This is an optimization exercise on Yosys and OpenROAD, whose aim is small area, not a production implementation. Power and IR drop assume default switching activity.

==> flow/design.v <==
module MULT18x12 #(parameter W = 8)
  (input [W-1:0] a, input [W-1:0] b, input ci, output [W:0] s);
  wire [W:0] c;
  assign c[0] = ci;
  genvar i;
  generate for (i = 0; i < W; i = i + 1) begin : fa
    assign s[i]   = a[i] ^ b[i] ^ c[i];
    assign c[i+1] = (a[i] & b[i]) | (c[i] & (a[i] ^ b[i]));
  end endgenerate
  assign s[W] = c[W];
endmodule
module ROM_18x100_Wre (input [4:0] m, output reg [15:0] q);
  always @* begin
    case (m)
      5'd0:  q = 16'd65280; 5'd1:  q = 16'd65406; 5'd2:  q = 16'd65019;
      5'd3:  q = 16'd64375; 5'd4:  q = 16'd63477; 5'd5:  q = 16'd62328;
      5'd6:  q = 16'd60933; 5'd7:  q = 16'd59298; 5'd8:  q = 16'd57429;
      5'd9:  q = 16'd55333; 5'd10: q = 16'd53019; 5'd11: q = 16'd50496;
      5'd12: q = 16'd47773; 5'd13: q = 16'd44862; 5'd14: q = 16'd41774;
      5'd15: q = 16'd38521; 5'd16: q = 16'd35115; 5'd17: q = 16'd31572;
      5'd18: q = 16'd27903; 5'd19: q = 16'd24125; 5'd20: q = 16'd20251;
      5'd21: q = 16'd16298; 5'd22: q = 16'd12280; 5'd23: q = 16'd8213;
      5'd24: q = 16'd4115;
      default: q = 16'd0;
    endcase
  end
endmodule
module FSK_DFT2 (input clk,
                 input rst,
                 input [11:0] X,
                 input ce,
                 input st,
                 input ce_bit,
                 output wire [10:0] F1_AMP,
                 output wire [10:0] F2_AMP);
  reg [10:0] xm;       
  reg        xs;       
  reg        rs;       
  reg        cb;       
  reg        fresh;    
  reg        z;        
  reg        busy;
  reg [2:0]  stp;      
  reg [4:0]  kr;       
  reg [1:0]  kq;
  wire [11:0] xabs;
  MULT18x12 #(11) XA (.a(X[10:0] ^ {11{X[11]}}), .b(11'd0), .ci(X[11]), .s(xabs));
  wire last = busy & (stp == 3'd7);
  always @(posedge clk) begin
    if (rst) begin
      busy <= 1'b0; stp <= 3'd0; kr <= 5'd0; kq <= 2'd0; fresh <= 1'b1;
    end else begin
      if (ce) begin
        busy <= 1'b1; stp <= 3'd0; fresh <= 1'b0;
      end else begin
        if (last) busy <= 1'b0;
        stp <= stp + 3'd1;
      end
      if (last) begin
        if (cb) begin kr <= 5'd0; kq <= 2'd0; end
        else if (kr == 5'd24) begin kr <= 5'd0; kq <= kq + 2'd1; end
        else kr <= kr + 5'd1;
      end
    end
    if (ce) begin
      xm <= xabs[10:0];
      xs <= X[11];
      rs <= st | ce_bit | fresh;
      cb <= ce_bit;
      z  <= fresh;
    end
  end
  wire       hi   = stp[0];
  wire       hsel = stp[2];      
  wire       sn   = stp[1];      
  wire [5:0] r2x  = {kr, 1'b0};
  wire       r2o  = (r2x >= 6'd25);
  wire [4:0] r    = hsel ? (r2o ? r2x - 6'd25 : r2x) : kr;
  wire [1:0] qd   = hsel ? {kq[0], r2o} : kq;
  wire       mir  = qd[0] ^ sn;
  wire [4:0] m    = mir ? 5'd25 - r : r;
  wire       neg  = sn ? qd[1] : (qd[1] ^ qd[0]);
  wire       big  = (m == 5'd0);   
  wire [15:0] q;
  ROM_18x100_Wre TAB (.m(m), .q(q));
  reg  [10:0] lc;
  wire        s    = xs ^ neg;
  wire [7:0]  qsel = hi ? q[15:8] : q[7:0];
  wire [10:0] l0   = hi ? (lc | (xm & {11{big}})) : 11'd0;
  wire [19:0] acc [0:7];
  wire [11:0] r0;
  MULT18x12 #(11) M0 (.a(l0), .b(xm & {11{qsel[0]}}), .ci(s), .s(r0));
  assign acc[0] = {8'd0, r0};
  genvar gi;
  generate for (gi = 1; gi <= 7; gi = gi + 1) begin : mrow
    wire [11:0] rr;
    MULT18x12 #(11) MR (.a(acc[gi-1][gi+10:gi]), .b(xm & {11{qsel[gi]}}),
                        .ci(s), .s(rr));
    assign acc[gi] = {{(8-gi){1'b0}}, rr, acc[gi-1][gi-1:0]};
  end endgenerate
  wire [10:0] c = acc[7][18:8];
  always @(posedge clk) lc <= c;
  reg [18:0] y0, y1, y2, y3;
  wire [18:0] yin = y0 & {19{~rs}};
  wire [19:0] ysum;
  MULT18x12 #(19) YA (.a(yin), .b({{8{s}}, c ^ {11{s}}}), .ci(s), .s(ysum));
  wire rot = busy & hi;
  always @(posedge clk) begin
    if (rot) begin
      y0 <= y1; y1 <= y2; y2 <= y3; y3 <= ysum[18:0];
    end
  end
  wire [18:0] yc = y0 & {19{~z}};
  wire [18:0] yabs;
  MULT18x12 #(18) YB (.a(yc[17:0] ^ {18{yc[18]}}), .b(18'd0), .ci(yc[18]), .s(yabs));
  wire [17:0] ya = yabs[17:0];
  wire cap  = rot & cb;
  wire cap3 = cap & stp[2] & stp[1];
  reg [7:0] mc;                  
  wire mh = mc[7];
  wire [6:0] u = mc[6:0];
  wire run = (mc != 8'd255);
  wire sq  = run & (u < 7'd18);                       
  wire sr  = run & (u >= 7'd32) & (u < 7'd50);        
  wire sc  = run & (u >= 7'd64) & (u < 7'd73);        
  wire sw  = run & ((u == 7'd73) | ((u == 7'd74) & ~mh));
  wire sh  = cap | sw;           
  reg [19:0] WA;
  reg [17:0] WB, ZA, ZB;
  reg [35:0] P;
  reg [17:0] mask;               
  integer mi;
  always @* for (mi = 0; mi < 18; mi = mi + 1) mask[mi] = (u[4:0] > mi);
  wire [3:0] si = u[3:0];
  wire qh = WB[5'd17 - {si, 1'b0}];
  wire ql = WB[5'd16 - {si, 1'b0}];
  wire ab = WA[17] & sq, bb = WB[17] & sq;
  wire [19:0] ta = {WA[17:0] & mask & {18{ab}}, 1'b0, ab} | ((sc & qh) ? 20'd2620 : 20'd0);
  wire [19:0] tb = {WB & mask & {18{bb}}, 1'b0, bb}      | ((sc & ql) ? 20'd1310 : 20'd0);
  wire [20:0] s1;
  MULT18x12 #(20) SQ1 (.a({P[17:0], 2'b00}), .b(ta), .ci(1'b0), .s(s1));
  wire [20:0] s2;
  MULT18x12 #(20) SQ2 (.a(s1[19:0]), .b(tb), .ci(1'b0), .s(s2));
  wire [16:0] s3;
  MULT18x12 #(16) SQ3 (.a(P[33:18]), .b({15'd0, s1[20]}), .ci(s2[20]), .s(s3));
  wire [35:0] Pn = {s3[15:0], s2[19:0]};
  wire [1:0]  t  = P[35:34];
  wire        bi = (t == 2'd0);                   
  wire [20:0] d;                                  
  MULT18x12 #(20) SR (.a(WA), .b(~{2'b00, WB & mask}), .ci(~bi), .s(d));
  wire        qb = d[20];                         
  wire [19:0] Rn = qb ? {d[17:0], t - 2'd1} : {WA[17:0], t};
  always @(posedge clk) begin
    if (rst) mc <= 8'd255;
    else if (cap3) mc <= 8'd0;
    else if (sq & (u == 7'd17)) mc <= {mh, 7'd32};    
    else if (run) mc <= mc + 8'd1;
    P <= Pn;
    if (rst) begin
      WB[10:0] <= 11'd0; ZB[10:0] <= 11'd0;
    end else if (sh) begin
      WA <= {2'b00, WB}; WB <= ZA; ZA <= ZB;
      ZB <= cap ? ya : {7'd0, P[26:16]};
    end else if (sq) begin
      WA <= (u == 7'd17) ? 20'd0 : {2'b00, WA[16:0], WA[17]};
      WB <= {WB[16:0], WB[17]};
    end else if (sr) begin
      WA <= Rn;
      WB <= {WB[16:0], qb};
    end
  end
  assign F1_AMP = WB[10:0];
  assign F2_AMP = ZB[10:0];
endmodule
clock: 20.0 ns
lec_check: 0
abc_area: 1
cap_margin: 20
core_margin: 2
core_utilization: 40
cts_buf_list: sky130_fd_sc_hd__clkbuf_16
cts_cluster_diameter: 100
cts_cluster_size: 26
slew_margin: 20
run.sh (not shown) runs the stock make flow with config.mk's settings and CLKGATE_MAP_FILE= SYNTH_SCRIPT=/design/flow/synth_recipe.tcl, a recipe that flattens the netlist after the stock synthesis.
Next try:
Settings changed: CTS_CLUSTER_SIZE 26 to 20.
Effect:
- clock-buffer cell count rises by 1
- total power stays flat
- cell area stays flat
- routed wire length hardly moves
- worst setup slack improves by 0.019 ns
- critical path depth does not change
- flip-flop and latch count does not change
Next try:
Settings changed: CTS_BUF_LIST sky130_fd_sc_hd__clkbuf_16 to sky130_fd_sc_hd__clkbuf_4 sky130_fd_sc_hd__clkbuf_8, CTS_CLUSTER_DIAMETER 100 to not set, CTS_CLUSTER_SIZE 20 to not set.
The changed run completed with no timing, DRC or antenna violations.
Global-route usage went up by 0.47 points.
Total power goes up by a few percent.
Utilization grows by 1.1 points.
Non-clock buffer count is unchanged.
Register-to-register slack barely changes.
Clock power climbs by well over a third.
Fmax is about the same.
Next try:
Settings changed: CTS_BUF_LIST sky130_fd_sc_hd__clkbuf_4 sky130_fd_sc_hd__clkbuf_8 to sky130_fd_sc_hd__clkbuf_4, CTS_CLUSTER_DIAMETER set to 30, CTS_CLUSTER_SIZE set to 8.
The new run completed without violations.
Utilization goes up by 0.39 points.
Routed wire length is about the same.
Total power rose by 2.5%.
Synthesized area stays the same.
Clock skew came out higher by 0.0043 ns.
Clock-buffer cell count drops by 4.
Cell area increases by 0.86%.
Setup slack gets better by 0.016 ns.
Final cell count increases by 1.4%.
Next try:
Settings changed: CTS_BUF_LIST sky130_fd_sc_hd__clkbuf_4 to sky130_fd_sc_hd__clkbuf_8, CTS_CLUSTER_DIAMETER 30 to 60, CTS_CLUSTER_SIZE 8 to 12.
- The new run produced a clean layout
- combinational power stays flat
- final area fell by 2.7%
- utilization shrinks by 1.2 points
- total power came out lower by 5.8%
- via count came out lower by 2.0%
No run of this note included a check of the RTL's function; only the layout flow was run.

## separate check: timing with driven ports
The results above use ideal ports. As a check the final layouts listed here were re-extracted and re-timed, cells and wires unchanged. Step 1: set_driving_cell puts a clkbuf_16 on clk and a buf_2 on each other input, an assumption about the parent block. Step 2 also shifts input and output timing later by t, the mid clock arrival at the registers, as if the neighbouring blocks saw the same clock. Three values: no drivers, after step 1, after step 2; two values: the first two.
| run | t (ns) | setup WS [ns] | worst register clock-pin slew, ns |
|---|---|---|---|
| the first run | 0.565 | 1.270 / 1.270 / 1.270 | 0.11 / 0.11 |
| the second run | 0.558 | 1.289 / 1.289 / 1.289 | 0.09 / 0.09 |
| the third run | 0.641 | 1.277 / 1.277 / 1.277 | 0.06 / 0.06 |
| the fourth run | 0.829 | 1.292 / 1.292 / 1.292 | 0.09 / 0.09 |
| the fifth run | 0.648 | 1.296 / 1.297 / 1.297 | 0.09 / 0.09 |
After both steps every run listed still meets setup and hold.
